This design comes from an exercise in tuning for small area, a short achievable clock period and few clock cycles per item on the open sky130 flow, not from production work.
No functional check of the RTL was part of any run shown here.
Power and IR drop assume default switching activity.

===== flow/run.sh =====
#!/bin/bash
# The standard layout (bash standard.sh), with the smallest buffer,
# sky130_fd_sc_hd__buf_1, on every input and output port (the resizer may
# still upsize it where timing needs), and clock tree synthesis without
# dummy loads. Each tool's output goes to its own log.
set -o pipefail
export BUFFER_PORTS_ARGS="-buffer_cell sky130_fd_sc_hd__buf_1"
export CTS_ARGS="-sink_clustering_enable -repair_clock_nets -dont_use_dummy_load -buf_list sky130_fd_sc_hd__clkbuf_8"
bash standard.sh > standard.log 2>&1

===== standard.sh =====
#!/bin/bash
# synth_recipe.tcl (not shown) runs the flow's synth.tcl, then flattens the netlist and writes it again
# the make line also repeats each setting of config.mk as NAME=value (left out here)
make -C /OpenROAD-flow-scripts/flow DESIGN_CONFIG=/design/flow/config.mk WORK_HOME=/design/flow/orfs CLKGATE_MAP_FILE= SYNTH_SCRIPT=/design/flow/synth_recipe.tcl "${@:-finish}"

===== config.mk =====
export PLATFORM = sky130hd
export DESIGN_NAME = bit_population_counter
export DESIGN_NICKNAME = bit_population_counter
export VERILOG_FILES = /design/flow/design.v
export SDC_FILE = /design/flow/constraint.sdc
export NUM_CORES = 4
export LEC_CHECK = 0
export CAP_MARGIN = 20
export CORE_MARGIN = 2
export CORE_UTILIZATION = 40
export SETUP_SLACK_MARGIN = 1.1
export SLEW_MARGIN = 20
export SYNTH_HIERARCHICAL = 1
export SYNTH_MINIMUM_KEEP_SIZE = 0

===== constraint.sdc =====
create_clock -name core_clock -period 2.5 [get_ports {clk_i}]
set_input_delay 0.5000 -clock core_clock [delete_from_list [all_inputs] [get_ports {clk_i}]]
set_output_delay 0.5000 -clock core_clock [all_outputs]
set_load 0.01 [all_outputs]

===== design.v =====
module pc_fa ( input a, input b, input c, output s, output co );
  assign s  = a ^ b ^ c;
  assign co = (a & b) | (a & c) | (b & c);
endmodule
module pc_ha ( input a, input b, output s, output co );
  assign s  = a ^ b;
  assign co = a & b;
endmodule
module bit_population_counter #(
  parameter WIDTH = 128,
  parameter SLICE = 6
)(
  input                               clk_i,
  input                               srst_i,
  input        [(WIDTH-1):0]          data_i,
  input                               data_val_i,
  output logic [$clog2(WIDTH):0]      data_o,
  output logic                        data_val_o
);
  logic s1;
  logic c2;
  logic s3;
  logic c4;
  logic s5;
  logic c6;
  logic s7;
  logic c8;
  logic s9;
  logic c10;
  logic s11;
  logic c12;
  logic s13;
  logic c14;
  logic s15;
  logic c16;
  logic s17;
  logic c18;
  logic s19;
  logic c20;
  logic s21;
  logic c22;
  logic s23;
  logic c24;
  logic s25;
  logic c26;
  logic s27;
  logic c28;
  logic s29;
  logic c30;
  logic s31;
  logic c32;
  logic s33;
  logic c34;
  logic s35;
  logic c36;
  logic s37;
  logic c38;
  logic s39;
  logic c40;
  logic s41;
  logic c42;
  logic s43;
  logic c44;
  logic s45;
  logic c46;
  logic s47;
  logic c48;
  logic s49;
  logic c50;
  logic s51;
  logic c52;
  logic s53;
  logic c54;
  logic s55;
  logic c56;
  logic s57;
  logic c58;
  logic s59;
  logic c60;
  logic s61;
  logic c62;
  logic s63;
  logic c64;
  logic s65;
  logic c66;
  logic s67;
  logic c68;
  logic s69;
  logic c70;
  logic s71;
  logic c72;
  logic s73;
  logic c74;
  logic s75;
  logic c76;
  logic s77;
  logic c78;
  logic s79;
  logic c80;
  logic s81;
  logic c82;
  logic s83;
  logic c84;
  logic s85;
  logic c86;
  logic s87;
  logic c88;
  logic s89;
  logic c90;
  logic s91;
  logic c92;
  logic s93;
  logic c94;
  logic s95;
  logic c96;
  logic s97;
  logic c98;
  logic s99;
  logic c100;
  logic s101;
  logic c102;
  logic s103;
  logic c104;
  logic s105;
  logic c106;
  logic s107;
  logic c108;
  logic s109;
  logic c110;
  logic s111;
  logic c112;
  logic s113;
  logic c114;
  logic s115;
  logic c116;
  logic s117;
  logic c118;
  logic s119;
  logic c120;
  logic s121;
  logic c122;
  logic s123;
  logic c124;
  logic s125;
  logic c126;
  logic s127;
  logic c128;
  logic s129;
  logic c130;
  logic s131;
  logic c132;
  logic s133;
  logic c134;
  logic s135;
  logic c136;
  logic s137;
  logic c138;
  logic s139;
  logic c140;
  logic s141;
  logic c142;
  logic s143;
  logic c144;
  logic s145;
  logic c146;
  logic s147;
  logic c148;
  logic s149;
  logic c150;
  logic s151;
  logic c152;
  logic s153;
  logic c154;
  logic s155;
  logic c156;
  logic s157;
  logic c158;
  logic s159;
  logic c160;
  logic s161;
  logic c162;
  logic s163;
  logic c164;
  logic s165;
  logic c166;
  logic s167;
  logic c168;
  logic s169;
  logic c170;
  logic s171;
  logic c172;
  logic s173;
  logic c174;
  logic s175;
  logic c176;
  logic s177;
  logic c178;
  logic s179;
  logic c180;
  logic s181;
  logic c182;
  logic s183;
  logic c184;
  logic s185;
  logic c186;
  logic s187;
  logic c188;
  logic s189;
  logic c190;
  logic s191;
  logic c192;
  logic s193;
  logic c194;
  logic s195;
  logic c196;
  logic s197;
  logic c198;
  logic s199;
  logic c200;
  logic s201;
  logic c202;
  logic s203;
  logic c204;
  logic s205;
  logic c206;
  logic s207;
  logic c208;
  logic s209;
  logic c210;
  logic s211;
  logic c212;
  logic s213;
  logic c214;
  logic s215;
  logic c216;
  logic s217;
  logic c218;
  logic s219;
  logic c220;
  logic s221;
  logic c222;
  logic s223;
  logic c224;
  logic s225;
  logic c226;
  logic s227;
  logic c228;
  logic s229;
  logic c230;
  logic s231;
  logic c232;
  logic s233;
  logic c234;
  logic s235;
  logic c236;
  logic s237;
  logic c238;
  logic s239;
  logic c240;
  logic s241;
  logic c242;
  logic s243;
  logic c244;
  logic s245;
  logic c246;
  logic s247;
  logic c248;
  logic s249;
  logic c250;
  logic s251;
  logic c252;
  logic s253;
  logic c254;
  logic r1_s83;
  logic r1_s9;
  logic r1_s85;
  logic r1_s101;
  logic r1_s103;
  logic r1_s105;
  logic r1_s107;
  logic r1_s109;
  logic r1_s111;
  logic r1_s87;
  logic r1_s89;
  logic r1_s91;
  logic r1_s93;
  logic r1_s95;
  logic r1_s97;
  logic r1_s99;
  logic r1_c86;
  logic r1_c100;
  logic r1_c102;
  logic r1_c104;
  logic r1_c106;
  logic r1_c108;
  logic r1_c110;
  logic r1_c112;
  logic r1_c88;
  logic r1_c90;
  logic r1_c92;
  logic r1_c94;
  logic r1_c96;
  logic r1_c98;
  logic r1_s113;
  logic r1_s115;
  logic r1_s117;
  logic r1_s119;
  logic r1_s121;
  logic r1_s123;
  logic r1_s125;
  logic r1_s127;
  logic r1_s129;
  logic r1_s131;
  logic r1_s133;
  logic r1_s135;
  logic r1_s137;
  logic r1_s139;
  logic r1_c114;
  logic r1_c116;
  logic r1_c118;
  logic r1_c120;
  logic r1_c122;
  logic r1_c124;
  logic r1_c126;
  logic r1_c128;
  logic r1_c130;
  logic r1_c132;
  logic r1_c134;
  logic r1_c136;
  logic r1_c138;
  logic r1_c140;
  logic r2_s151;
  logic r2_s153;
  logic r2_c152;
  logic r2_s173;
  logic r2_c154;
  logic r2_s175;
  logic r2_s177;
  logic r2_s179;
  logic r2_s181;
  logic r2_c174;
  logic r2_c176;
  logic r2_s191;
  logic r2_c178;
  logic r2_c180;
  logic r2_c182;
  logic r2_s193;
  logic r2_s195;
  logic r2_s197;
  logic r2_s199;
  logic r2_c190;
  logic r2_c192;
  logic r2_c194;
  logic r2_c196;
  logic r2_c198;
  logic r2_c200;
  logic r2_s201;
  logic r2_c202;
  logic r3_s203;
  logic r3_s207;
  logic r3_s209;
  logic r3_c210;
  logic r3_s217;
  logic r3_s219;
  logic r3_c218;
  logic r3_s225;
  logic r3_c220;
  logic r3_s227;
  logic r3_c226;
  logic r3_c228;
  logic r3_s229;
  logic r3_c230;
  logic r4_r3_s203;
  logic r4_s231;
  logic r4_s235;
  logic r4_c236;
  logic r4_s239;
  logic r4_c238;
  logic r4_s241;
  logic r4_c240;
  logic r4_r3_c230;
  logic r4_c242;
  pc_fa u_s1 ( .a(data_i[0]), .b(data_i[100]), .c(data_i[101]), .s(s1), .co(c2) );
  pc_fa u_s3 ( .a(data_i[102]), .b(data_i[103]), .c(data_i[104]), .s(s3), .co(c4) );
  pc_fa u_s5 ( .a(data_i[105]), .b(data_i[106]), .c(data_i[107]), .s(s5), .co(c6) );
  pc_fa u_s7 ( .a(data_i[108]), .b(data_i[109]), .c(data_i[10]), .s(s7), .co(c8) );
  pc_fa u_s9 ( .a(data_i[110]), .b(data_i[111]), .c(data_i[112]), .s(s9), .co(c10) );
  pc_fa u_s11 ( .a(data_i[113]), .b(data_i[114]), .c(data_i[115]), .s(s11), .co(c12) );
  pc_fa u_s13 ( .a(data_i[116]), .b(data_i[117]), .c(data_i[118]), .s(s13), .co(c14) );
  pc_fa u_s15 ( .a(data_i[119]), .b(data_i[11]), .c(data_i[120]), .s(s15), .co(c16) );
  pc_fa u_s17 ( .a(data_i[121]), .b(data_i[122]), .c(data_i[123]), .s(s17), .co(c18) );
  pc_fa u_s19 ( .a(data_i[124]), .b(data_i[125]), .c(data_i[126]), .s(s19), .co(c20) );
  pc_fa u_s21 ( .a(data_i[127]), .b(data_i[12]), .c(data_i[13]), .s(s21), .co(c22) );
  pc_fa u_s23 ( .a(data_i[14]), .b(data_i[15]), .c(data_i[16]), .s(s23), .co(c24) );
  pc_fa u_s25 ( .a(data_i[17]), .b(data_i[18]), .c(data_i[19]), .s(s25), .co(c26) );
  pc_fa u_s27 ( .a(data_i[1]), .b(data_i[20]), .c(data_i[21]), .s(s27), .co(c28) );
  pc_fa u_s29 ( .a(data_i[22]), .b(data_i[23]), .c(data_i[24]), .s(s29), .co(c30) );
  pc_fa u_s31 ( .a(data_i[25]), .b(data_i[26]), .c(data_i[27]), .s(s31), .co(c32) );
  pc_fa u_s33 ( .a(data_i[28]), .b(data_i[29]), .c(data_i[2]), .s(s33), .co(c34) );
  pc_fa u_s35 ( .a(data_i[30]), .b(data_i[31]), .c(data_i[32]), .s(s35), .co(c36) );
  pc_fa u_s37 ( .a(data_i[33]), .b(data_i[34]), .c(data_i[35]), .s(s37), .co(c38) );
  pc_fa u_s39 ( .a(data_i[36]), .b(data_i[37]), .c(data_i[38]), .s(s39), .co(c40) );
  pc_fa u_s41 ( .a(data_i[39]), .b(data_i[3]), .c(data_i[40]), .s(s41), .co(c42) );
  pc_fa u_s43 ( .a(data_i[41]), .b(data_i[42]), .c(data_i[43]), .s(s43), .co(c44) );
  pc_fa u_s45 ( .a(data_i[44]), .b(data_i[45]), .c(data_i[46]), .s(s45), .co(c46) );
  pc_fa u_s47 ( .a(data_i[47]), .b(data_i[48]), .c(data_i[49]), .s(s47), .co(c48) );
  pc_fa u_s49 ( .a(data_i[4]), .b(data_i[50]), .c(data_i[51]), .s(s49), .co(c50) );
  pc_fa u_s51 ( .a(data_i[52]), .b(data_i[53]), .c(data_i[54]), .s(s51), .co(c52) );
  pc_fa u_s53 ( .a(data_i[55]), .b(data_i[56]), .c(data_i[57]), .s(s53), .co(c54) );
  pc_fa u_s55 ( .a(data_i[58]), .b(data_i[59]), .c(data_i[5]), .s(s55), .co(c56) );
  pc_fa u_s57 ( .a(data_i[60]), .b(data_i[61]), .c(data_i[62]), .s(s57), .co(c58) );
  pc_fa u_s59 ( .a(data_i[63]), .b(data_i[64]), .c(data_i[65]), .s(s59), .co(c60) );
  pc_fa u_s61 ( .a(data_i[66]), .b(data_i[67]), .c(data_i[68]), .s(s61), .co(c62) );
  pc_fa u_s63 ( .a(data_i[69]), .b(data_i[6]), .c(data_i[70]), .s(s63), .co(c64) );
  pc_fa u_s65 ( .a(data_i[71]), .b(data_i[72]), .c(data_i[73]), .s(s65), .co(c66) );
  pc_fa u_s67 ( .a(data_i[74]), .b(data_i[75]), .c(data_i[76]), .s(s67), .co(c68) );
  pc_fa u_s69 ( .a(data_i[77]), .b(data_i[78]), .c(data_i[79]), .s(s69), .co(c70) );
  pc_fa u_s71 ( .a(data_i[7]), .b(data_i[80]), .c(data_i[81]), .s(s71), .co(c72) );
  pc_fa u_s73 ( .a(data_i[82]), .b(data_i[83]), .c(data_i[84]), .s(s73), .co(c74) );
  pc_fa u_s75 ( .a(data_i[85]), .b(data_i[86]), .c(data_i[87]), .s(s75), .co(c76) );
  pc_fa u_s77 ( .a(data_i[88]), .b(data_i[89]), .c(data_i[8]), .s(s77), .co(c78) );
  pc_fa u_s79 ( .a(data_i[90]), .b(data_i[91]), .c(data_i[92]), .s(s79), .co(c80) );
  pc_fa u_s81 ( .a(data_i[93]), .b(data_i[94]), .c(data_i[95]), .s(s81), .co(c82) );
  pc_fa u_s83 ( .a(data_i[96]), .b(data_i[97]), .c(data_i[98]), .s(s83), .co(c84) );
  pc_fa u_s85 ( .a(data_i[99]), .b(data_i[9]), .c(s1), .s(s85), .co(c86) );
  pc_fa u_s87 ( .a(s11), .b(s13), .c(s15), .s(s87), .co(c88) );
  pc_fa u_s89 ( .a(s17), .b(s19), .c(s21), .s(s89), .co(c90) );
  pc_fa u_s91 ( .a(s23), .b(s25), .c(s27), .s(s91), .co(c92) );
  pc_fa u_s93 ( .a(s29), .b(s3), .c(s31), .s(s93), .co(c94) );
  pc_fa u_s95 ( .a(s33), .b(s35), .c(s37), .s(s95), .co(c96) );
  pc_fa u_s97 ( .a(s39), .b(s41), .c(s43), .s(s97), .co(c98) );
  pc_fa u_s99 ( .a(s45), .b(s47), .c(s49), .s(s99), .co(c100) );
  pc_fa u_s101 ( .a(s5), .b(s51), .c(s53), .s(s101), .co(c102) );
  pc_fa u_s103 ( .a(s55), .b(s57), .c(s59), .s(s103), .co(c104) );
  pc_fa u_s105 ( .a(s61), .b(s63), .c(s65), .s(s105), .co(c106) );
  pc_fa u_s107 ( .a(s67), .b(s69), .c(s7), .s(s107), .co(c108) );
  pc_fa u_s109 ( .a(s71), .b(s73), .c(s75), .s(s109), .co(c110) );
  pc_fa u_s111 ( .a(s77), .b(s79), .c(s81), .s(s111), .co(c112) );
  pc_fa u_s113 ( .a(c10), .b(c12), .c(c14), .s(s113), .co(c114) );
  pc_fa u_s115 ( .a(c16), .b(c18), .c(c2), .s(s115), .co(c116) );
  pc_fa u_s117 ( .a(c20), .b(c22), .c(c24), .s(s117), .co(c118) );
  pc_fa u_s119 ( .a(c26), .b(c28), .c(c30), .s(s119), .co(c120) );
  pc_fa u_s121 ( .a(c32), .b(c34), .c(c36), .s(s121), .co(c122) );
  pc_fa u_s123 ( .a(c38), .b(c4), .c(c40), .s(s123), .co(c124) );
  pc_fa u_s125 ( .a(c42), .b(c44), .c(c46), .s(s125), .co(c126) );
  pc_fa u_s127 ( .a(c48), .b(c50), .c(c52), .s(s127), .co(c128) );
  pc_fa u_s129 ( .a(c54), .b(c56), .c(c58), .s(s129), .co(c130) );
  pc_fa u_s131 ( .a(c6), .b(c60), .c(c62), .s(s131), .co(c132) );
  pc_fa u_s133 ( .a(c64), .b(c66), .c(c68), .s(s133), .co(c134) );
  pc_fa u_s135 ( .a(c70), .b(c72), .c(c74), .s(s135), .co(c136) );
  pc_fa u_s137 ( .a(c76), .b(c78), .c(c8), .s(s137), .co(c138) );
  pc_fa u_s139 ( .a(c80), .b(c82), .c(c84), .s(s139), .co(c140) );
  pc_fa u_s141 ( .a(r1_s101), .b(r1_s103), .c(r1_s105), .s(s141), .co(c142) );
  pc_fa u_s143 ( .a(r1_s107), .b(r1_s109), .c(r1_s111), .s(s143), .co(c144) );
  pc_fa u_s145 ( .a(r1_s83), .b(r1_s85), .c(r1_s87), .s(s145), .co(c146) );
  pc_fa u_s147 ( .a(r1_s89), .b(r1_s9), .c(r1_s91), .s(s147), .co(c148) );
  pc_fa u_s149 ( .a(r1_s93), .b(r1_s95), .c(r1_s97), .s(s149), .co(c150) );
  pc_fa u_s151 ( .a(r1_s99), .b(s141), .c(s143), .s(s151), .co(c152) );
  pc_fa u_s153 ( .a(s145), .b(s147), .c(s149), .s(s153), .co(c154) );
  pc_fa u_s155 ( .a(r1_c100), .b(r1_c102), .c(r1_c104), .s(s155), .co(c156) );
  pc_fa u_s157 ( .a(r1_c106), .b(r1_c108), .c(r1_c110), .s(s157), .co(c158) );
  pc_fa u_s159 ( .a(r1_c112), .b(r1_c86), .c(r1_c88), .s(s159), .co(c160) );
  pc_fa u_s161 ( .a(r1_c90), .b(r1_c92), .c(r1_c94), .s(s161), .co(c162) );
  pc_fa u_s163 ( .a(r1_c96), .b(r1_c98), .c(r1_s113), .s(s163), .co(c164) );
  pc_fa u_s165 ( .a(r1_s115), .b(r1_s117), .c(r1_s119), .s(s165), .co(c166) );
  pc_fa u_s167 ( .a(r1_s121), .b(r1_s123), .c(r1_s125), .s(s167), .co(c168) );
  pc_fa u_s169 ( .a(r1_s127), .b(r1_s129), .c(r1_s131), .s(s169), .co(c170) );
  pc_fa u_s171 ( .a(r1_s133), .b(r1_s135), .c(r1_s137), .s(s171), .co(c172) );
  pc_fa u_s173 ( .a(r1_s139), .b(c142), .c(c144), .s(s173), .co(c174) );
  pc_fa u_s175 ( .a(c146), .b(c148), .c(c150), .s(s175), .co(c176) );
  pc_fa u_s177 ( .a(s155), .b(s157), .c(s159), .s(s177), .co(c178) );
  pc_fa u_s179 ( .a(s161), .b(s163), .c(s165), .s(s179), .co(c180) );
  pc_fa u_s181 ( .a(s167), .b(s169), .c(s171), .s(s181), .co(c182) );
  pc_fa u_s183 ( .a(r1_c114), .b(r1_c116), .c(r1_c118), .s(s183), .co(c184) );
  pc_fa u_s185 ( .a(r1_c120), .b(r1_c122), .c(r1_c124), .s(s185), .co(c186) );
  pc_fa u_s187 ( .a(r1_c126), .b(r1_c128), .c(r1_c130), .s(s187), .co(c188) );
  pc_fa u_s189 ( .a(r1_c132), .b(r1_c134), .c(r1_c136), .s(s189), .co(c190) );
  pc_fa u_s191 ( .a(r1_c138), .b(r1_c140), .c(c156), .s(s191), .co(c192) );
  pc_fa u_s193 ( .a(c158), .b(c160), .c(c162), .s(s193), .co(c194) );
  pc_fa u_s195 ( .a(c164), .b(c166), .c(c168), .s(s195), .co(c196) );
  pc_fa u_s197 ( .a(c170), .b(c172), .c(s183), .s(s197), .co(c198) );
  pc_fa u_s199 ( .a(s185), .b(s187), .c(s189), .s(s199), .co(c200) );
  pc_fa u_s201 ( .a(c184), .b(c186), .c(c188), .s(s201), .co(c202) );
  pc_ha u_s203 ( .a(r2_s151), .b(r2_s153), .s(s203), .co(c204) );
  pc_fa u_s205 ( .a(r2_c152), .b(r2_c154), .c(r2_s173), .s(s205), .co(c206) );
  pc_fa u_s207 ( .a(r2_s175), .b(r2_s177), .c(r2_s179), .s(s207), .co(c208) );
  pc_fa u_s209 ( .a(r2_s181), .b(c204), .c(s205), .s(s209), .co(c210) );
  pc_fa u_s211 ( .a(r2_c174), .b(r2_c176), .c(r2_c178), .s(s211), .co(c212) );
  pc_fa u_s213 ( .a(r2_c180), .b(r2_c182), .c(r2_s191), .s(s213), .co(c214) );
  pc_fa u_s215 ( .a(r2_s193), .b(r2_s195), .c(r2_s197), .s(s215), .co(c216) );
  pc_fa u_s217 ( .a(r2_s199), .b(c206), .c(c208), .s(s217), .co(c218) );
  pc_fa u_s219 ( .a(s211), .b(s213), .c(s215), .s(s219), .co(c220) );
  pc_fa u_s221 ( .a(r2_c190), .b(r2_c192), .c(r2_c194), .s(s221), .co(c222) );
  pc_fa u_s223 ( .a(r2_c196), .b(r2_c198), .c(r2_c200), .s(s223), .co(c224) );
  pc_fa u_s225 ( .a(r2_s201), .b(c212), .c(c214), .s(s225), .co(c226) );
  pc_fa u_s227 ( .a(c216), .b(s221), .c(s223), .s(s227), .co(c228) );
  pc_fa u_s229 ( .a(r2_c202), .b(c222), .c(c224), .s(s229), .co(c230) );
  pc_ha u_s231 ( .a(r3_s207), .b(r3_s209), .s(s231), .co(c232) );
  pc_fa u_s233 ( .a(r3_c210), .b(r3_s217), .c(r3_s219), .s(s233), .co(c234) );
  pc_ha u_s235 ( .a(c232), .b(s233), .s(s235), .co(c236) );
  pc_fa u_s237 ( .a(r3_c218), .b(r3_c220), .c(r3_s225), .s(s237), .co(c238) );
  pc_fa u_s239 ( .a(r3_s227), .b(c234), .c(s237), .s(s239), .co(c240) );
  pc_fa u_s241 ( .a(r3_c226), .b(r3_c228), .c(r3_s229), .s(s241), .co(c242) );
  pc_ha u_s243 ( .a(r4_c236), .b(r4_s239), .s(s243), .co(c244) );
  pc_fa u_s245 ( .a(r4_c238), .b(r4_c240), .c(r4_s241), .s(s245), .co(c246) );
  pc_ha u_s247 ( .a(c244), .b(s245), .s(s247), .co(c248) );
  pc_fa u_s249 ( .a(r4_c242), .b(r4_r3_c230), .c(c246), .s(s249), .co(c250) );
  pc_ha u_s251 ( .a(c248), .b(s249), .s(s251), .co(c252) );
  pc_ha u_s253 ( .a(c250), .b(c252), .s(s253), .co(c254) );
  always_ff @( posedge clk_i )
    begin
      r1_s83 <= s83;
      r1_s9 <= s9;
      r1_s85 <= s85;
      r1_s101 <= s101;
      r1_s103 <= s103;
      r1_s105 <= s105;
      r1_s107 <= s107;
      r1_s109 <= s109;
      r1_s111 <= s111;
      r1_s87 <= s87;
      r1_s89 <= s89;
      r1_s91 <= s91;
      r1_s93 <= s93;
      r1_s95 <= s95;
      r1_s97 <= s97;
      r1_s99 <= s99;
      r1_c86 <= c86;
      r1_c100 <= c100;
      r1_c102 <= c102;
      r1_c104 <= c104;
      r1_c106 <= c106;
      r1_c108 <= c108;
      r1_c110 <= c110;
      r1_c112 <= c112;
      r1_c88 <= c88;
      r1_c90 <= c90;
      r1_c92 <= c92;
      r1_c94 <= c94;
      r1_c96 <= c96;
      r1_c98 <= c98;
      r1_s113 <= s113;
      r1_s115 <= s115;
      r1_s117 <= s117;
      r1_s119 <= s119;
      r1_s121 <= s121;
      r1_s123 <= s123;
      r1_s125 <= s125;
      r1_s127 <= s127;
      r1_s129 <= s129;
      r1_s131 <= s131;
      r1_s133 <= s133;
      r1_s135 <= s135;
      r1_s137 <= s137;
      r1_s139 <= s139;
      r1_c114 <= c114;
      r1_c116 <= c116;
      r1_c118 <= c118;
      r1_c120 <= c120;
      r1_c122 <= c122;
      r1_c124 <= c124;
      r1_c126 <= c126;
      r1_c128 <= c128;
      r1_c130 <= c130;
      r1_c132 <= c132;
      r1_c134 <= c134;
      r1_c136 <= c136;
      r1_c138 <= c138;
      r1_c140 <= c140;
    end
  always_ff @( posedge clk_i )
    begin
      r2_s151 <= s151;
      r2_s153 <= s153;
      r2_c152 <= c152;
      r2_s173 <= s173;
      r2_c154 <= c154;
      r2_s175 <= s175;
      r2_s177 <= s177;
      r2_s179 <= s179;
      r2_s181 <= s181;
      r2_c174 <= c174;
      r2_c176 <= c176;
      r2_s191 <= s191;
      r2_c178 <= c178;
      r2_c180 <= c180;
      r2_c182 <= c182;
      r2_s193 <= s193;
      r2_s195 <= s195;
      r2_s197 <= s197;
      r2_s199 <= s199;
      r2_c190 <= c190;
      r2_c192 <= c192;
      r2_c194 <= c194;
      r2_c196 <= c196;
      r2_c198 <= c198;
      r2_c200 <= c200;
      r2_s201 <= s201;
      r2_c202 <= c202;
    end
  always_ff @( posedge clk_i )
    begin
      r3_s203 <= s203;
      r3_s207 <= s207;
      r3_s209 <= s209;
      r3_c210 <= c210;
      r3_s217 <= s217;
      r3_s219 <= s219;
      r3_c218 <= c218;
      r3_s225 <= s225;
      r3_c220 <= c220;
      r3_s227 <= s227;
      r3_c226 <= c226;
      r3_c228 <= c228;
      r3_s229 <= s229;
      r3_c230 <= c230;
    end
  always_ff @( posedge clk_i )
    begin
      r4_r3_s203 <= r3_s203;
      r4_s231 <= s231;
      r4_s235 <= s235;
      r4_c236 <= c236;
      r4_s239 <= s239;
      r4_c238 <= c238;
      r4_s241 <= s241;
      r4_c240 <= c240;
      r4_r3_c230 <= r3_c230;
      r4_c242 <= c242;
    end
  always_ff @( posedge clk_i )
    data_o <= {c254, s253, s251, s247, s243, r4_s235, r4_s231, r4_r3_s203};
  logic [4:0] valid_delay;
  assign data_val_o = valid_delay[4];
  always_ff @( posedge clk_i )
    if( srst_i )
      valid_delay <= '0;
    else
      valid_delay <= {valid_delay[3:0], data_val_i};
endmodule

==> summary.txt, run 1 <==
Status
  – Status: complete, no violations

Placement
  – PortBufs: 139
  – HPWL after detailed placement: 6635 µm
  – Pre-CTS setup slack: 712.6 ps
  – GPL Wtd Cong: 0.7806

Route
  – Drt pass-1 iters: 4
  – Routed Antenna Nets: 0
  – Final WL: 7579 µm
  – Total number of vias: 2,343
  – Starting DRT DRC Count: 51
  – Routed wire length per instance: 13.11 µm
  – Post-detailed-route DRC marker count: 0
  – Via-per-instance ratio: 4.054

STA
  – Max Clock Skew: 17.79 ps
  – RSZ-0062 raised after global routing: yes
  – Final period utilization: 0.6617
  – Min Tclk post-route: 1654 ps
  – Final TNS setup: 0 ps
  – Max Fclk: 604.5 MHz
  – Slew @ Worst Pin: 177.4 ps
  – Endpoints failing setup: 0
  – Final slew viol count: 0
  – Slew HR: 0.8817
  – Setup ws final: 845.8 ps
  – Hold Fails Final Rpt: 0

Floorplanning
  – Die W: 115.4 µm
  – Initial Util: 0.4115
  – Die ar.: 13,320 µm²
  – Row count: 40
  – Core region area: 12,060 µm²
  – Vert. Die Dim: 115.4 µm
  – I/O pin total: 140

Cells and area
  – Layout net count: 670
  – Max reg flops: 8
  – ANT cells: 0
  – Share of cells above drive strength 1: 0.2780
  – Area delta synth->final: 24.40%
  – Largest Register: data_o
  – Fillers: 1,033
  – Largest regs: data_o (8), valid_delay (5)

Setup path
  – Setup Crit Path Kind: flip-flop to flip-flop
  – Critical Path Start Type: flip-flop
  – Worst Setup End Kind: flip-flop
  – CP Data Required Time: 2800 ps
  – Crit path arrival time: 1950 ps
  – Critical-path maximum fanout: 1

Yosys
  – Total number of yosys warnings: 7
  – Area contributors post-synth: dfxtp_1 49%, fa_1 48%, ha_1 1.8%
  – Post-Syn Area: 4964 µm²
  – Largest area contributor in the netlist: dfxtp_1
  – Net Count, Synth: 512
  – Ys async rst share: 0
  – Post-synth EDFFs: 0
  – Post-synth top cells: 122 x dfxtp_1, 120 x fa_1, 7 x ha_1
  – Post-synthesis sequential area ratio: 0.4921
  – Mapped Cells: 254
  – Main synth FF type: dfxtp_1
  – Share of Yosys cell area claimed by the top area cell type: 0.4921
  – Top-count cell post-synth: dfxtp_1
  – Synth cell types: 4
  – Mapped Avg Cell Area: 19.54 µm²
  – Synth Register Bits: 122

GRT
  – Number of global-route vias before repair: 2,811
  – Global-route wire length before repair: 12,550 µm
  – Initial antenna violation count: 0
  – Largest net degree at the start of global routing: 17
  – Grt total ovfl: 0
  – GRT Util Overall: 0.1303

Power and ir drop
  – P_leak: 0.002221 µW
  – Comb power frac: 0.317
  – Sequential share of power: 0.497
  – Pwr per Cell Area: 1031 nW/µm²
  – Clock power frac: 0.185
  – VDD IR max: 0.0004371 V
  – Switching share of power: 0.3068
  – Sw power: 1954 µW
  – P_int: 4413 µW

Clocking
  – H-Tree Depth: 4
  – Num CTS Buffers: 17
  – Clock Latency Late Sink: 410 ps
  – Root Driver: clkbuf_8
  – Post-CTS Setup Inserts: 0
  – Longest Clk Path Bufs: 2
  – Hold_buf cts: 0
  – Clock sink total: 122
  – TritonCTS clock tree: done
  – Clk slew on worst S/H paths: 70 ps

Flow run
  – Max_cap viols: 0

Worst hold path
  – Hold Path Class: input pin to flip-flop
[per-module statistics from Yosys (local to each module, per instance)]
module	flip-flops and latches	cells inside	times used
pc_ha	0	1	7
pc_fa	0	1	120
bit_population_counter	122	127	1
[path summary, 6_finish.rpt]
| kind | startpoint | cells after the start | slack (ps) | endpoint |
|---|---|---|---|---|
| max | r4_c238 | 4 | 850 | data_o[6] |
| min reg2reg | r3_c230 | 0 | 320 | r4_r3_c230 |
| max reg2reg | r4_c238 | 4 | 850 | data_o[6] |
| min | data_val_i | 2 | 320 | valid_delay[0] |
[worst max-delay path, cell delays in order, from the launching register on]
cell,delay (ps)
dfxtp_2,320
fa_2,380
fa_1,480
ha_4,180
ha_4,200
[area by class of cell]
| type | count | area [µm²] | share of cell area |
|---|---|---|---|
| tap | 168 | 210.2 | 0.03404 |
| timing repair buffer | 139 | 536.8 | 0.08693 |
| sequential | 122 | 2457 | 0.3980 |
| multi-input combinational | 132 | 2736 | 0.4432 |
| clock buffer | 17 | 234.0 | 0.03789 |
[power groups by stage]
| stage | Sequential [µW] | Clock, µW | Combinational [µW] |
|---|---|---|---|
| floorplan | 3140 | 0 | 1230 |
| global placement | 3190 | 0 | 1970 |
| detailed placement | 3210 | 0 | 2030 |
| CTS | 3180 | 1230 | 2040 |
| global route | 3260 | 1320 | 2460 |
| finish | 3170 | 1180 | 2020 |
[routing by layer]
| metal | wire, µm | up-vias | global-route usage |
|---|---|---|---|
| li1 | - | 1082 | - |
| met4 | 80 | 0 | 0.06024 |
| met3 | 379 | 4 | 0.04217 |
| met5 | 0 | - | 0 |
| met1 | 2960 | 1185 | 0.1504 |
| met2 | 4159 | 72 | 0.2211 |
[logic make-up (layout without fill, tap and decap cells)]
group	count (synthesis)	in the layout	share of synthesized area
DFF	122	122	0.4921
adders and majority gates	127	127	0.5016
buffers and inverters	0	156	0
and+or+nand+nor	5	5	0.006302
[cell usage in the layout, fill, tap and decap left out]
| cell | synthesis | final |
|---|---|---|
| nor2b_1 | 5 | 5 |
| ha_4 | 0 | 2 |
| fa_2 | 0 | 76 |
| clkbuf_2 | 0 | 4 |
| clkbuf_8 | 0 | 17 |
| buf_2 | 0 | 2 |
| dfxtp_1 | 122 | 110 |
| buf_6 | 0 | 1 |
| fa_1 | 120 | 44 |
| dfxtp_2 | 0 | 12 |
| ha_1 | 7 | 5 |
| buf_1 | 0 | 132 |
[per-stage QoR]
step	power (µW)	utilization	area, µm²	hold slack [ps]	cells
2_1_floorplan	4370	-	5144	309.6	254
5_1_grt	7040	0.5119	6175	283.0	578
3_3_place_gp	5159	0.4871	5876	310.4	561
6_report	6367	0.5119	6175	321.1	578
4_1_cts	6451	0.5072	6117	291.9	578
3_5_place_dp	5239	0.4871	5876	314.3	561
[timing repair]
| item | 4_1_cts | 5_1_grt |
|---|---|---|
| pin swaps | 20 | 12 |
| setup endpoints to repair | 18 | 27 |
| resized for setup | 6 | 25 |
==> run 2, diff against run 1 <==
--- a/design.v
+++ b/design.v
@@ -331,8 +331,18 @@
   logic r1_c140;
+  logic r2_s145;
+  logic r2_s147;
+  logic r2_s149;
   logic r2_s151;
   logic r2_s153;
+  logic r2_s155;
+  logic r2_s157;
+  logic r2_s159;
+  logic r2_s161;
+  logic r2_s163;
+  logic r2_s165;
+  logic r2_s167;
+  logic r2_s169;
   logic r2_c152;
+  logic r2_s171;
   logic r2_s173;
-  logic r2_c154;
-  logic r2_s175;
   logic r2_s177;
@@ -340,44 +350,60 @@
   logic r2_s181;
+  logic r2_c172;
   logic r2_c174;
-  logic r2_c176;
-  logic r2_s191;
-  logic r2_c178;
-  logic r2_c180;
+  logic r2_s183;
+  logic r2_s185;
+  logic r2_s187;
+  logic r2_s189;
   logic r2_c182;
-  logic r2_s193;
-  logic r2_s195;
-  logic r2_s197;
-  logic r2_s199;
+  logic r2_c184;
+  logic r2_c186;
+  logic r2_c188;
   logic r2_c190;
+  logic r2_s191;
   logic r2_c192;
-  logic r2_c194;
-  logic r2_c196;
-  logic r2_c198;
-  logic r2_c200;
-  logic r2_s201;
-  logic r2_c202;
+  logic r3_s195;
+  logic r3_s201;
   logic r3_s203;
-  logic r3_s207;
-  logic r3_s209;
-  logic r3_c210;
+  logic r3_c196;
+  logic r3_s205;
+  logic r3_s211;
+  logic r3_c206;
+  logic r3_s213;
+  logic r3_s215;
   logic r3_s217;
   logic r3_s219;
-  logic r3_c218;
-  logic r3_s225;
-  logic r3_c220;
-  logic r3_s227;
-  logic r3_c226;
-  logic r3_c228;
-  logic r3_s229;
-  logic r3_c230;
-  logic r4_r3_s203;
+  logic r3_c214;
+  logic r3_c216;
+  logic r3_s221;
+  logic r3_c222;
+  logic r3_s223;
+  logic r3_c224;
+  logic r4_r3_s195;
+  logic r4_s227;
+  logic r4_c228;
   logic r4_s231;
+  logic r4_s233;
   logic r4_s235;
+  logic r4_c232;
   logic r4_c236;
-  logic r4_s239;
+  logic r4_s237;
+  logic r4_r3_c224;
   logic r4_c238;
-  logic r4_s241;
-  logic r4_c240;
-  logic r4_r3_c230;
-  logic r4_c242;
+  logic r5_r4_r3_s195;
+  logic r5_r4_s227;
+  logic r5_s239;
+  logic r5_s243;
+  logic r5_c244;
+  logic r5_s245;
+  logic r5_r4_c238;
+  logic r5_r4_r3_c224;
+  logic r5_c246;
+  logic r6_r5_r4_r3_s195;
+  logic r6_r5_r4_s227;
+  logic r6_r5_s239;
+  logic r6_r5_s243;
+  logic r6_s247;
+  logic r6_s251;
+  logic r6_c250;
+  logic r6_c252;
   pc_fa u_s1 ( .a(data_i[0]), .b(data_i[100]), .c(data_i[101]), .s(s1), .co(c2) );
@@ -458,53 +484,53 @@
   pc_fa u_s151 ( .a(r1_s99), .b(s141), .c(s143), .s(s151), .co(c152) );
-  pc_fa u_s153 ( .a(s145), .b(s147), .c(s149), .s(s153), .co(c154) );
-  pc_fa u_s155 ( .a(r1_c100), .b(r1_c102), .c(r1_c104), .s(s155), .co(c156) );
-  pc_fa u_s157 ( .a(r1_c106), .b(r1_c108), .c(r1_c110), .s(s157), .co(c158) );
-  pc_fa u_s159 ( .a(r1_c112), .b(r1_c86), .c(r1_c88), .s(s159), .co(c160) );
-  pc_fa u_s161 ( .a(r1_c90), .b(r1_c92), .c(r1_c94), .s(s161), .co(c162) );
-  pc_fa u_s163 ( .a(r1_c96), .b(r1_c98), .c(r1_s113), .s(s163), .co(c164) );
-  pc_fa u_s165 ( .a(r1_s115), .b(r1_s117), .c(r1_s119), .s(s165), .co(c166) );
-  pc_fa u_s167 ( .a(r1_s121), .b(r1_s123), .c(r1_s125), .s(s167), .co(c168) );
-  pc_fa u_s169 ( .a(r1_s127), .b(r1_s129), .c(r1_s131), .s(s169), .co(c170) );
-  pc_fa u_s171 ( .a(r1_s133), .b(r1_s135), .c(r1_s137), .s(s171), .co(c172) );
-  pc_fa u_s173 ( .a(r1_s139), .b(c142), .c(c144), .s(s173), .co(c174) );
-  pc_fa u_s175 ( .a(c146), .b(c148), .c(c150), .s(s175), .co(c176) );
-  pc_fa u_s177 ( .a(s155), .b(s157), .c(s159), .s(s177), .co(c178) );
-  pc_fa u_s179 ( .a(s161), .b(s163), .c(s165), .s(s179), .co(c180) );
-  pc_fa u_s181 ( .a(s167), .b(s169), .c(s171), .s(s181), .co(c182) );
-  pc_fa u_s183 ( .a(r1_c114), .b(r1_c116), .c(r1_c118), .s(s183), .co(c184) );
-  pc_fa u_s185 ( .a(r1_c120), .b(r1_c122), .c(r1_c124), .s(s185), .co(c186) );
-  pc_fa u_s187 ( .a(r1_c126), .b(r1_c128), .c(r1_c130), .s(s187), .co(c188) );
-  pc_fa u_s189 ( .a(r1_c132), .b(r1_c134), .c(r1_c136), .s(s189), .co(c190) );
-  pc_fa u_s191 ( .a(r1_c138), .b(r1_c140), .c(c156), .s(s191), .co(c192) );
-  pc_fa u_s193 ( .a(c158), .b(c160), .c(c162), .s(s193), .co(c194) );
-  pc_fa u_s195 ( .a(c164), .b(c166), .c(c168), .s(s195), .co(c196) );
-  pc_fa u_s197 ( .a(c170), .b(c172), .c(s183), .s(s197), .co(c198) );
-  pc_fa u_s199 ( .a(s185), .b(s187), .c(s189), .s(s199), .co(c200) );
-  pc_fa u_s201 ( .a(c184), .b(c186), .c(c188), .s(s201), .co(c202) );
-  pc_ha u_s203 ( .a(r2_s151), .b(r2_s153), .s(s203), .co(c204) );
-  pc_fa u_s205 ( .a(r2_c152), .b(r2_c154), .c(r2_s173), .s(s205), .co(c206) );
-  pc_fa u_s207 ( .a(r2_s175), .b(r2_s177), .c(r2_s179), .s(s207), .co(c208) );
-  pc_fa u_s209 ( .a(r2_s181), .b(c204), .c(s205), .s(s209), .co(c210) );
-  pc_fa u_s211 ( .a(r2_c174), .b(r2_c176), .c(r2_c178), .s(s211), .co(c212) );
-  pc_fa u_s213 ( .a(r2_c180), .b(r2_c182), .c(r2_s191), .s(s213), .co(c214) );
-  pc_fa u_s215 ( .a(r2_s193), .b(r2_s195), .c(r2_s197), .s(s215), .co(c216) );
-  pc_fa u_s217 ( .a(r2_s199), .b(c206), .c(c208), .s(s217), .co(c218) );
-  pc_fa u_s219 ( .a(s211), .b(s213), .c(s215), .s(s219), .co(c220) );
-  pc_fa u_s221 ( .a(r2_c190), .b(r2_c192), .c(r2_c194), .s(s221), .co(c222) );
-  pc_fa u_s223 ( .a(r2_c196), .b(r2_c198), .c(r2_c200), .s(s223), .co(c224) );
-  pc_fa u_s225 ( .a(r2_s201), .b(c212), .c(c214), .s(s225), .co(c226) );
-  pc_fa u_s227 ( .a(c216), .b(s221), .c(s223), .s(s227), .co(c228) );
-  pc_fa u_s229 ( .a(r2_c202), .b(c222), .c(c224), .s(s229), .co(c230) );
-  pc_ha u_s231 ( .a(r3_s207), .b(r3_s209), .s(s231), .co(c232) );
-  pc_fa u_s233 ( .a(r3_c210), .b(r3_s217), .c(r3_s219), .s(s233), .co(c234) );
-  pc_ha u_s235 ( .a(c232), .b(s233), .s(s235), .co(c236) );
-  pc_fa u_s237 ( .a(r3_c218), .b(r3_c220), .c(r3_s225), .s(s237), .co(c238) );
-  pc_fa u_s239 ( .a(r3_s227), .b(c234), .c(s237), .s(s239), .co(c240) );
-  pc_fa u_s241 ( .a(r3_c226), .b(r3_c228), .c(r3_s229), .s(s241), .co(c242) );
-  pc_ha u_s243 ( .a(r4_c236), .b(r4_s239), .s(s243), .co(c244) );
-  pc_fa u_s245 ( .a(r4_c238), .b(r4_c240), .c(r4_s241), .s(s245), .co(c246) );
-  pc_ha u_s247 ( .a(c244), .b(s245), .s(s247), .co(c248) );
-  pc_fa u_s249 ( .a(r4_c242), .b(r4_r3_c230), .c(c246), .s(s249), .co(c250) );
+  pc_fa u_s153 ( .a(r1_c100), .b(r1_c102), .c(r1_c104), .s(s153), .co(c154) );
+  pc_fa u_s155 ( .a(r1_c106), .b(r1_c108), .c(r1_c110), .s(s155), .co(c156) );
+  pc_fa u_s157 ( .a(r1_c112), .b(r1_c86), .c(r1_c88), .s(s157), .co(c158) );
+  pc_fa u_s159 ( .a(r1_c90), .b(r1_c92), .c(r1_c94), .s(s159), .co(c160) );
+  pc_fa u_s161 ( .a(r1_c96), .b(r1_c98), .c(r1_s113), .s(s161), .co(c162) );
+  pc_fa u_s163 ( .a(r1_s115), .b(r1_s117), .c(r1_s119), .s(s163), .co(c164) );
+  pc_fa u_s165 ( .a(r1_s121), .b(r1_s123), .c(r1_s125), .s(s165), .co(c166) );
+  pc_fa u_s167 ( .a(r1_s127), .b(r1_s129), .c(r1_s131), .s(s167), .co(c168) );
+  pc_fa u_s169 ( .a(r1_s133), .b(r1_s135), .c(r1_s137), .s(s169), .co(c170) );
+  pc_fa u_s171 ( .a(r1_s139), .b(c142), .c(c144), .s(s171), .co(c172) );
+  pc_fa u_s173 ( .a(c146), .b(c148), .c(c150), .s(s173), .co(c174) );
+  pc_fa u_s175 ( .a(r1_c114), .b(r1_c116), .c(r1_c118), .s(s175), .co(c176) );
+  pc_fa u_s177 ( .a(r1_c120), .b(r1_c122), .c(r1_c124), .s(s177), .co(c178) );
+  pc_fa u_s179 ( .a(r1_c126), .b(r1_c128), .c(r1_c130), .s(s179), .co(c180) );
+  pc_fa u_s181 ( .a(r1_c132), .b(r1_c134), .c(r1_c136), .s(s181), .co(c182) );
+  pc_fa u_s183 ( .a(r1_c138), .b(r1_c140), .c(c154), .s(s183), .co(c184) );
+  pc_fa u_s185 ( .a(c156), .b(c158), .c(c160), .s(s185), .co(c186) );
+  pc_fa u_s187 ( .a(c162), .b(c164), .c(c166), .s(s187), .co(c188) );
+  pc_fa u_s189 ( .a(c168), .b(c170), .c(s175), .s(s189), .co(c190) );
+  pc_fa u_s191 ( .a(c176), .b(c178), .c(c180), .s(s191), .co(c192) );
+  pc_fa u_s193 ( .a(r2_s145), .b(r2_s147), .c(r2_s149), .s(s193), .co(c194) );
+  pc_ha u_s195 ( .a(r2_s151), .b(s193), .s(s195), .co(c196) );
+  pc_fa u_s197 ( .a(r2_c152), .b(r2_s153), .c(r2_s155), .s(s197), .co(c198) );
+  pc_fa u_s199 ( .a(r2_s157), .b(r2_s159), .c(r2_s161), .s(s199), .co(c200) );
+  pc_fa u_s201 ( .a(r2_s163), .b(r2_s165), .c(r2_s167), .s(s201), .co(c202) );
+  pc_fa u_s203 ( .a(r2_s169), .b(r2_s171), .c(r2_s173), .s(s203), .co(c204) );
+  pc_fa u_s205 ( .a(c194), .b(s197), .c(s199), .s(s205), .co(c206) );
+  pc_fa u_s207 ( .a(r2_c172), .b(r2_c174), .c(r2_s177), .s(s207), .co(c208) );
+  pc_fa u_s209 ( .a(r2_s179), .b(r2_s181), .c(r2_s183), .s(s209), .co(c210) );
+  pc_fa u_s211 ( .a(r2_s185), .b(r2_s187), .c(r2_s189), .s(s211), .co(c212) );
+  pc_fa u_s213 ( .a(c198), .b(c200), .c(c202), .s(s213), .co(c214) );
+  pc_fa u_s215 ( .a(c204), .b(s207), .c(s209), .s(s215), .co(c216) );
+  pc_fa u_s217 ( .a(r2_c182), .b(r2_c184), .c(r2_c186), .s(s217), .co(c218) );
+  pc_fa u_s219 ( .a(r2_c188), .b(r2_c190), .c(r2_s191), .s(s219), .co(c220) );
+  pc_fa u_s221 ( .a(c208), .b(c210), .c(c212), .s(s221), .co(c222) );
+  pc_fa u_s223 ( .a(r2_c192), .b(c218), .c(c220), .s(s223), .co(c224) );
+  pc_fa u_s225 ( .a(r3_c196), .b(r3_s201), .c(r3_s203), .s(s225), .co(c226) );
+  pc_ha u_s227 ( .a(r3_s205), .b(s225), .s(s227), .co(c228) );
+  pc_fa u_s229 ( .a(r3_c206), .b(r3_s211), .c(r3_s213), .s(s229), .co(c230) );
+  pc_fa u_s231 ( .a(r3_s215), .b(c226), .c(s229), .s(s231), .co(c232) );
+  pc_fa u_s233 ( .a(r3_c214), .b(r3_c216), .c(r3_s217), .s(s233), .co(c234) );
+  pc_fa u_s235 ( .a(r3_s219), .b(r3_s221), .c(c230), .s(s235), .co(c236) );
+  pc_fa u_s237 ( .a(r3_c222), .b(r3_s223), .c(c234), .s(s237), .co(c238) );
+  pc_ha u_s239 ( .a(r4_c228), .b(r4_s231), .s(s239), .co(c240) );
+  pc_fa u_s241 ( .a(r4_c232), .b(r4_s233), .c(r4_s235), .s(s241), .co(c242) );
+  pc_ha u_s243 ( .a(c240), .b(s241), .s(s243), .co(c244) );
+  pc_fa u_s245 ( .a(r4_c236), .b(r4_s237), .c(c242), .s(s245), .co(c246) );
+  pc_ha u_s247 ( .a(r5_c244), .b(r5_s245), .s(s247), .co(c248) );
+  pc_fa u_s249 ( .a(r5_c246), .b(r5_r4_c238), .c(r5_r4_r3_c224), .s(s249), .co(c250) );
   pc_ha u_s251 ( .a(c248), .b(s249), .s(s251), .co(c252) );
-  pc_ha u_s253 ( .a(c250), .b(c252), .s(s253), .co(c254) );
+  pc_ha u_s253 ( .a(r6_c250), .b(r6_c252), .s(s253), .co(c254) );
   always_ff @( posedge clk_i )
@@ -572,8 +598,18 @@
     begin
+      r2_s145 <= s145;
+      r2_s147 <= s147;
+      r2_s149 <= s149;
       r2_s151 <= s151;
       r2_s153 <= s153;
+      r2_s155 <= s155;
+      r2_s157 <= s157;
+      r2_s159 <= s159;
+      r2_s161 <= s161;
+      r2_s163 <= s163;
+      r2_s165 <= s165;
+      r2_s167 <= s167;
+      r2_s169 <= s169;
       r2_c152 <= c152;
+      r2_s171 <= s171;
       r2_s173 <= s173;
-      r2_c154 <= c154;
-      r2_s175 <= s175;
       r2_s177 <= s177;
@@ -581,20 +617,15 @@
       r2_s181 <= s181;
+      r2_c172 <= c172;
       r2_c174 <= c174;
-      r2_c176 <= c176;
-      r2_s191 <= s191;
-      r2_c178 <= c178;
-      r2_c180 <= c180;
+      r2_s183 <= s183;
+      r2_s185 <= s185;
+      r2_s187 <= s187;
+      r2_s189 <= s189;
       r2_c182 <= c182;
-      r2_s193 <= s193;
-      r2_s195 <= s195;
-      r2_s197 <= s197;
-      r2_s199 <= s199;
+      r2_c184 <= c184;
+      r2_c186 <= c186;
+      r2_c188 <= c188;
       r2_c190 <= c190;
+      r2_s191 <= s191;
       r2_c192 <= c192;
-      r2_c194 <= c194;
-      r2_c196 <= c196;
-      r2_c198 <= c198;
-      r2_c200 <= c200;
-      r2_s201 <= s201;
-      r2_c202 <= c202;
     end
@@ -602,16 +633,19 @@
     begin
+      r3_s195 <= s195;
+      r3_s201 <= s201;
       r3_s203 <= s203;
-      r3_s207 <= s207;
-      r3_s209 <= s209;
-      r3_c210 <= c210;
+      r3_c196 <= c196;
+      r3_s205 <= s205;
+      r3_s211 <= s211;
+      r3_c206 <= c206;
+      r3_s213 <= s213;
+      r3_s215 <= s215;
       r3_s217 <= s217;
       r3_s219 <= s219;
-      r3_c218 <= c218;
-      r3_s225 <= s225;
-      r3_c220 <= c220;
-      r3_s227 <= s227;
-      r3_c226 <= c226;
-      r3_c228 <= c228;
-      r3_s229 <= s229;
-      r3_c230 <= c230;
+      r3_c214 <= c214;
+      r3_c216 <= c216;
+      r3_s221 <= s221;
+      r3_c222 <= c222;
+      r3_s223 <= s223;
+      r3_c224 <= c224;
     end
@@ -619,17 +653,41 @@
     begin
-      r4_r3_s203 <= r3_s203;
+      r4_r3_s195 <= r3_s195;
+      r4_s227 <= s227;
+      r4_c228 <= c228;
       r4_s231 <= s231;
+      r4_s233 <= s233;
       r4_s235 <= s235;
+      r4_c232 <= c232;
       r4_c236 <= c236;
-      r4_s239 <= s239;
+      r4_s237 <= s237;
+      r4_r3_c224 <= r3_c224;
       r4_c238 <= c238;
-      r4_s241 <= s241;
-      r4_c240 <= c240;
-      r4_r3_c230 <= r3_c230;
-      r4_c242 <= c242;
     end
   always_ff @( posedge clk_i )
-    data_o <= {c254, s253, s251, s247, s243, r4_s235, r4_s231, r4_r3_s203};
-  logic [4:0] valid_delay;
-  assign data_val_o = valid_delay[4];
+    begin
+      r5_r4_r3_s195 <= r4_r3_s195;
+      r5_r4_s227 <= r4_s227;
+      r5_s239 <= s239;
+      r5_s243 <= s243;
+      r5_c244 <= c244;
+      r5_s245 <= s245;
+      r5_r4_c238 <= r4_c238;
+      r5_r4_r3_c224 <= r4_r3_c224;
+      r5_c246 <= c246;
+    end
+  always_ff @( posedge clk_i )
+    begin
+      r6_r5_r4_r3_s195 <= r5_r4_r3_s195;
+      r6_r5_r4_s227 <= r5_r4_s227;
+      r6_r5_s239 <= r5_s239;
+      r6_r5_s243 <= r5_s243;
+      r6_s247 <= s247;
+      r6_s251 <= s251;
+      r6_c250 <= c250;
+      r6_c252 <= c252;
+    end
+  always_ff @( posedge clk_i )
+    data_o <= {c254, s253, r6_s251, r6_s247, r6_r5_s243, r6_r5_s239, r6_r5_r4_s227, r6_r5_r4_r3_s195};
+  logic [6:0] valid_delay;
+  assign data_val_o = valid_delay[6];
   always_ff @( posedge clk_i )
@@ -638,3 +696,3 @@
     else
-      valid_delay <= {valid_delay[3:0], data_val_i};
+      valid_delay <= {valid_delay[5:0], data_val_i};
 endmodule
==> run 2 against run 1 <==
Still clean on timing, DRC and antenna. Sequential power increased by 23%. Worst hold slack got worse by 2.1 ps. Global-route usage decreased by 0.37 points. Routed wire length increased by 6.1%. First-iteration DRC count increased by 37%. Power increased by 9.7%. Combinational power decreased by 11%. Clock-buffer cell count unchanged. Final cell count increased by 6.6%. Critical path depth decreased by 2. Critical endpoint is now r3_s205. Largest cell class is now registers.
==> summary.txt, run 2 <==
Status
  – Status: complete, no violations

Yosys
  – Synth cell types: 4
  – Synth Register Bits: 150
  – Largest area contributor in the netlist: dfxtp_1
  – Area contributors post-synth: dfxtp_1 54%, fa_1 43%, ha_1 1.6%
  – Post-synth EDFFs: 0
  – Total number of yosys warnings: 7
  – Post-synthesis sequential area ratio: 0.5424
  – Post-synth top cells: 150 x dfxtp_1, 120 x fa_1, 7 x ha_1, 7 x nor2b_1
  – Ys async rst share: 0
  – Post-Syn Area: 5537 µm²
  – Net Count, Synth: 542
  – Share of Yosys cell area claimed by the top area cell type: 0.5424
  – Mapped Cells: 284
  – Main synth FF type: dfxtp_1
  – Mapped Avg Cell Area: 19.49 µm²
  – Top-count cell post-synth: dfxtp_1

Setup path
  – CP Data Required Time: 2790 ps
  – Setup Crit Path Kind: flip-flop to flip-flop
  – Critical Path Start Type: flip-flop
  – Crit path arrival time: 1740 ps
  – Critical-path maximum fanout: 1
  – Critical R2R Launch: r2_s157
  – Worst reg2reg path depth: 2
  – Setup slack, reg-to-reg: 1050 ps
  – R2r endpoint: r3_s205
  – Worst Setup End Kind: flip-flop

Floorplanning
  – Die W: 121.7 µm
  – Initial Util: 0.4132
  – Row count: 42
  – Die ar.: 14,800 µm²
  – Core region area: 13,400 µm²
  – I/O pin total: 140
  – Vert. Die Dim: 121.7 µm

Route
  – Starting DRT DRC Count: 70
  – Via-per-instance ratio: 4.065
  – Total number of vias: 2,504
  – Final WL: 8044 µm
  – Drt pass-1 iters: 5
  – Routed wire length per instance: 13.06 µm
  – Routed Antenna Nets: 0
  – Post-detailed-route DRC marker count: 0

STA
  – Slew @ Worst Pin: 255.3 ps
  – Max Clock Skew: 14.94 ps
  – Slew HR: 0.8298
  – Final TNS setup: 0 ps
  – Min Tclk post-route: 1448 ps
  – Max Fclk: 690.4 MHz
  – Final period utilization: 0.5793
  – RSZ-0062 raised after global routing: yes
  – Endpoints failing setup: 0
  – Hold Fails Final Rpt: 0
  – Final slew viol count: 0

GRT
  – Largest net degree at the start of global routing: 17
  – Initial antenna violation count: 0
  – Number of global-route vias before repair: 3,004
  – Grt total ovfl: 0
  – Global-route wire length before repair: 13,730 µm
  – GRT Util Overall: 0.1266

Cells and area
  – Most common cell after layout, fill and taps aside: dfxtp_1
  – Largest Register: data_o
  – Share of cells above drive strength 1: 0.2205
  – Most frequent cells in the layout: 145 x dfxtp_1, 131 x buf_1, 67 x fa_2
  – Layout net count: 700
  – Final Util: 0.4997
  – Largest regs: data_o (8), valid_delay (7)
  – ANT cells: 0
  – Area delta synth->final: 20.95%
  – Max reg flops: 8

Power and ir drop
  – VDD IR max: 0.0003728 V
  – P_leak: 0.002473 µW
  – Pwr per Cell Area: 1043 nW/µm²

Clocking
  – Root Driver: clkbuf_8
  – Hold_buf cts: 0
  – Num CTS Buffers: 17
  – Longest Clk Path Bufs: 2
  – Clock sink total: 150
  – H-Tree Depth: 4
  – Clk slew on worst S/H paths: 70 ps
  – Clock Latency Late Sink: 420 ps
  – TritonCTS clock tree: done

Flow run
  – Max_cap viols: 0

Worst hold path
  – Hold path depth: 0
  – Worst hold endpoint: data_o[4]
  – Hold Path Class: flip-flop to flip-flop
  – Worst hold start: r6_s247

Placement
  – GPL Wtd Cong: 0.7272
  – PortBufs: 139
  – HPWL after detailed placement: 6946 µm
## run 2: changes by cell type after synthesis, sizes merged
cell,change
nor2b,+2
dfxtp,+28
## run 2: per-stage QoR
step,power (µW),hold slack [ps],worst slack (ps),cell area [µm²],cells
after floorplan,4941,309.6,915.3,5677,284
after global placement,5749,310.2,724.2,6419,599
after detailed placement,5790,312.1,724.0,6419,599
after CTS,7110,290.8,1038,6670,616
after global routing,7683,300.6,1019,6696,616
final,6984,319.0,1052,6696,616
## run 2: layer usage
metal  share of wire  wire length (µm)  vias to the layer above  track usage
li1                -                 -                     1172            -
met1            0.39              3152                     1245       0.1483
met2            0.54              4346                       79       0.2195
met3           0.057               457                        8      0.04494
met4           0.011                87                        0      0.03879
met5               0                 0                        -            0
## run 2: modules after synthesis, one instance, submodules excluded
module,flip-flops and latches,cells,copies in the design
pc_ha,0,1,7
pc_fa,0,1,120
bit_population_counter,150,157,1
## run 2: cell type report
cell class	instances	area [µm²]
fillers	1156	6704
flip-flops and latches	150	3009
multi-input cells	134	2701
repair buffers	139	531.8
clock buffers	17	234.0
well taps	176	220.2
## run 2: timing repair
| item | in CTS | in global routing |
|---|---|---|
| setup buffers | 0 | 0 |
| setup endpoints to repair | 12 | 18 |
| resized for setup | 10 | 14 |
| pin swaps | 6 | 4 |
## run 2: cell families (layout without fill, tap and decap cells)
family	after synthesis	count (layout)	share of synthesized area
fa+ha+maj	127	127	0.4497
buf+inv	0	156	0
flops	150	150	0.5424
simple gates	7	7	0.007909
## run 2: power by group
| part | total, µW | internal, µW | switching, µW | leakage, µW |
|---|---|---|---|---|
| combinational | 1800 | 926 | 877 | 0.00109 |
| sequential | 3890 | 3440 | 451 | 0.00126 |
| clock | 1300 | 599 | 696 | 0.000122 |
| total | 6980 | 4960 | 2020 | 0.00247 |
## run 2: worst max path at each step
stage	depth (start not counted)	end	startpoint
finish	2	r3_s205	r2_s157
global route	2	r2_s151	r1_s101
CTS	2	r3_s205	r2_s157
detailed placement	3	r1_s99	data_i[47]
global placement	3	r1_s99	data_i[47]
floorplan	2	r1_s101	data_i[52]
## run 2: worst max-delay path, stage by stage, from the launching register on
cell     delay (ps)
dfxtp_2         330
fa_2            590
fa_1            410

## afterwards: timing with drivers on the ports
The results above use ideal ports. As a check the final layouts listed here were re-extracted and re-timed, cells and wires unchanged.
Step 1 assumes that a clkbuf_16 drives the clock port and a buf_2 every other input.
Step 2 also shifts input and output timing later by t, the mid clock arrival at the registers, as if the neighbouring blocks saw the same clock.
a / b / c = no drivers / after step 1 / after step 2; a / b = the first two.
run	t, ns	slack for setup (ns)	worst setup path at the end	worst slew at a driven data input, ns
run 1	0.430	0.846 / 0.846 / 0.722	input to register	0.04
run 2	0.448	1.052 / 1.052 / 0.737	input to register	0.04
After both steps setup and hold are still met in every run listed. For run 2, which loses most, drivers alone change the setup slack by 0.000 ns; drivers and shift together by -0.315 ns.
